Context: an optimization exercise on an open-source flow, tuned for small area. The choices shown serve that exercise and are no tape-out recipe.
Only simulation tests tie the RTL to the original design; equivalence was not proved.
Power and IR drop assume default switching activity.

==> flow/design.v (excerpt) <==
module Motor(
	input clk,
	input rst,
	input KS_Circuit_out1,
	input KS_Circuit_out2,
	input btn3,
	input freq1,
	input freq,
	input indus,
	input indie,
	output PWM_out_L,
	output PWM_out_R,
	output GREEN,
	output RED,
	output BLUE,
	output IN1,
	output IN2,
	output IN3,
	output IN4,
	output servo,
	output LD1,
	output LD2,
	output LD3,
	output LD4,
	output LD5,
	output LD6,
	output LD7,
	output LD8
	);
==> flow/config.mk <==
export PLATFORM = sky130hd
export DESIGN_NAME = Motor
export DESIGN_NICKNAME = Motor
export VERILOG_FILES = /design/flow/design.v
export SDC_FILE = /design/flow/constraint.sdc
export NUM_CORES = 4
export LEC_CHECK = 0
export CAP_MARGIN = 20
export CORE_MARGIN = 2
export CORE_UTILIZATION = 40
export SLEW_MARGIN = 20
==> flow/constraint.sdc <==
create_clock -name core_clock -period 10.0 [get_ports {clk}]
set_input_delay 2.0000 -clock core_clock [delete_from_list [all_inputs] [get_ports {clk}]]
set_output_delay 2.0000 -clock core_clock [all_outputs]
set_load 0.01 [all_outputs]
standard.sh (not shown) runs the stock make flow with config.mk's settings and CLKGATE_MAP_FILE= SYNTH_SCRIPT=/design/flow/synth_recipe.tcl, a recipe that flattens the netlist after the stock synthesis.
==> flow/flow/run.sh <==
#!/bin/bash
set -euo pipefail
bash standard.sh "CTS_ARGS=-sink_clustering_enable -repair_clock_nets -dont_use_dummy_load -buf_list sky130_fd_sc_hd__clkbuf_8 -sink_clustering_size 20 -sink_clustering_max_diameter 60" finish > make_finish.log 2>&1
The starting point finished with timing, DRC and antenna clean.
==> next run, changes <==
==> flow/flow/run.sh (replaced) <==
#!/bin/bash
set -euo pipefail
bash standard.sh "CTS_ARGS=-sink_clustering_enable -repair_clock_nets -dont_use_dummy_load -buf_list {sky130_fd_sc_hd__clkbuf_4 sky130_fd_sc_hd__clkbuf_8} -sink_clustering_size 20 -sink_clustering_max_diameter 60" finish > make_finish.log 2>&1
Effect: Setup slack stays the same. Power is unchanged. Register-to-register slack hardly moves. Clock skew does not change. Wire length stays the same. Via count is unchanged. Critical path depth does not change. Final cell count does not change. Die area does not change. Core utilization stays the same.
==> next run, changes <==
==> flow/flow/run.sh (replaced) <==
#!/bin/bash
set -euo pipefail
bash standard.sh "CTS_ARGS=-sink_clustering_enable -repair_clock_nets -dont_use_dummy_load -buf_list sky130_fd_sc_hd__clkbuf_16 -sink_clustering_size 30 -sink_clustering_max_diameter 80" finish > make_finish.log 2>&1
Core utilization rises by 0.31 points. Design area rises slightly. Via count falls slightly. Worst setup slack degrades by 0.0099 ns. Hold slack degrades by 0.015 ns. Count of clock-buffer cells in the layout falls by 8. Synthesized cell count is unchanged. Die area does not change.
==> next run, changes <==
==> flow/flow/run.sh (replaced) <==
#!/bin/bash
# The standard layout (standard.sh: standard synthesis, floorplan, place,
# CTS, route, finish), with only the clock tree synthesis arguments changed:
# clkbuf_8 buffers, sink clusters of at most 20 flip-flops within 60 um, and
# no dummy loads. make's full output goes to make_finish.log; ORFS keeps each
# step's own log under orfs/logs/.
set -euo pipefail
bash standard.sh "CTS_ARGS=-sink_clustering_enable -repair_clock_nets -dont_use_dummy_load -buf_list sky130_fd_sc_hd__clkbuf_8 -sink_clustering_size 20 -sink_clustering_max_diameter 60" finish > make_finish.log 2>&1
=> The changed run completed with no timing, DRC or antenna violations. Setup slack improved by 0.0099 ns. Design area drops by 0.72%. Die area is unchanged. Routed wire length rises by 0.82%. Core utilization drops by 0.31 points. Register-to-register slack barely changes. Fmax barely changes. Worst hold slack improves by 0.015 ns. Sequential share of layout area rose by 0.26 points.

---

Motor, a different RTL version from the one above (not shown whole).
Size in the first run: ~2100 cells after synthesis, roughly 27 I/O pins, ~18000 µm² of cells after synthesis.
export LEC_CHECK = 0
export CAP_MARGIN = 20
export CORE_MARGIN = 2
export CORE_UTILIZATION = 40
export SLEW_MARGIN = 20
create_clock -name core_clock -period 10.0 [get_ports {clk}]
==> flow/flow/run.sh <==
#!/bin/bash
# The standard layout (standard.sh: standard synthesis, floorplan, place,
# CTS, route, finish), with only the clock tree synthesis arguments changed:
# clkbuf_8 buffers, sink clusters of at most 20 flip-flops within 60 um, and
# no dummy loads. make's full output goes to make_finish.log; ORFS keeps each
# step's own log under orfs/logs/.
set -euo pipefail
bash standard.sh "CTS_ARGS=-sink_clustering_enable -repair_clock_nets -dont_use_dummy_load -buf_list sky130_fd_sc_hd__clkbuf_8 -sink_clustering_size 20 -sink_clustering_max_diameter 60" finish > make_finish.log 2>&1
Rerun with:
==> flow/flow/run.sh (replaced) <==
#!/bin/bash
# The standard layout (standard.sh: standard synthesis, floorplan, place,
# CTS, route, finish) with two arguments changed: the port buffers are buf_1
# cells, and clock tree synthesis uses clkbuf_8 buffers, sink clusters of at
# most 20 flip-flops within 60 um, and no dummy loads. make's full output goes
# to make_finish.log; ORFS keeps each step's own log under orfs/logs/.
set -euo pipefail
bash standard.sh \
  "BUFFER_PORTS_ARGS=-buffer_cell sky130_fd_sc_hd__buf_1" \
  "CTS_ARGS=-sink_clustering_enable -repair_clock_nets -dont_use_dummy_load -buf_list sky130_fd_sc_hd__clkbuf_4 -sink_clustering_size 8 -sink_clustering_max_diameter 40" \
  finish > make_finish.log 2>&1
What happened: Core utilization fell by 0.50 points. Total power fell by 2.3%. Global-route usage goes up by 0.19 points. Cell count went up by about 0.9%. First-iteration DRC count drops by 15%. Via count rises by 1.6%. Final area falls by 1.1%. Flip-flop and latch count stays the same.
Rerun with:
--- a/flow/flow/run.sh
+++ b/flow/flow/run.sh
@@ -8,4 +8,5 @@
 bash standard.sh \
   "BUFFER_PORTS_ARGS=-buffer_cell sky130_fd_sc_hd__buf_1" \
-  "CTS_ARGS=-sink_clustering_enable -repair_clock_nets -dont_use_dummy_load -buf_list sky130_fd_sc_hd__clkbuf_4 -sink_clustering_size 8 -sink_clustering_max_diameter 40" \
+  "CTS_ARGS=-sink_clustering_enable -repair_clock_nets -dont_use_dummy_load -buf_list sky130_fd_sc_hd__clkbuf_8 -sink_clustering_size 20 -sink_clustering_max_diameter 60" \
+  "RECOVER_POWER=100" \
   finish > make_finish.log 2>&1
After rerunning: With this change the flow finished but failed the layout checks on max-capacitance violations, max-slew violations; routed wire length goes down by 1.3%; worst hold slack is better by 0.051 ns; design area goes down by about 0.4%; clock-buffer cell count goes down by 28; maximum frequency goes down by 23%; core utilization goes down by 0.18 points; register-to-register slack is worse by 0.86 ns; die area stays the same.

port drivers added, routing unchanged:
The results above use ideal ports. As a check the final layouts listed here were re-extracted and re-timed, cells and wires unchanged.
Step 1 assumes that a clkbuf_16 drives the clock port and a buf_2 every other input.
Step 2 also shifts input and output timing later by t, the mid clock arrival at the registers, as if the neighbouring blocks saw the same clock.
Three values: no drivers, after step 1, after step 2; two values: the first two.
| run | t (ns) | setup WS [ns] | latest minus earliest clock arrival (ns) | cell pins on the clock port's net |
|---|---|---|---|---|
| the first run of note 1 | 0.660 | 4.678 / 4.678 / 4.678 | 0.079 / 0.078 | 1 |
| the second run of note 1 | 0.660 | 4.678 / 4.678 / 4.678 | 0.079 / 0.078 | 1 |
| the third run of note 1 | 0.587 | 4.668 / 4.668 / 4.668 | 0.035 / 0.035 | 1 |
| the fourth run of note 1 | 0.660 | 4.678 / 4.678 / 4.678 | 0.079 / 0.078 | 1 |
| the first run of note 2 | 0.623 | 4.746 / 4.746 / 4.746 | 0.088 / 0.089 | 1 |
| the second run of note 2 | 0.812 | 4.626 / 4.626 / 4.626 | 0.087 / 0.086 | 1 |
| the third run of note 2 | 0.651 | 3.043 / 3.037 / 2.386 | 0.083 / 0.083 | 1 |
For the third run of note 2, which loses most, drivers alone change the setup slack by -0.006 ns; drivers and shift together by -0.657 ns.
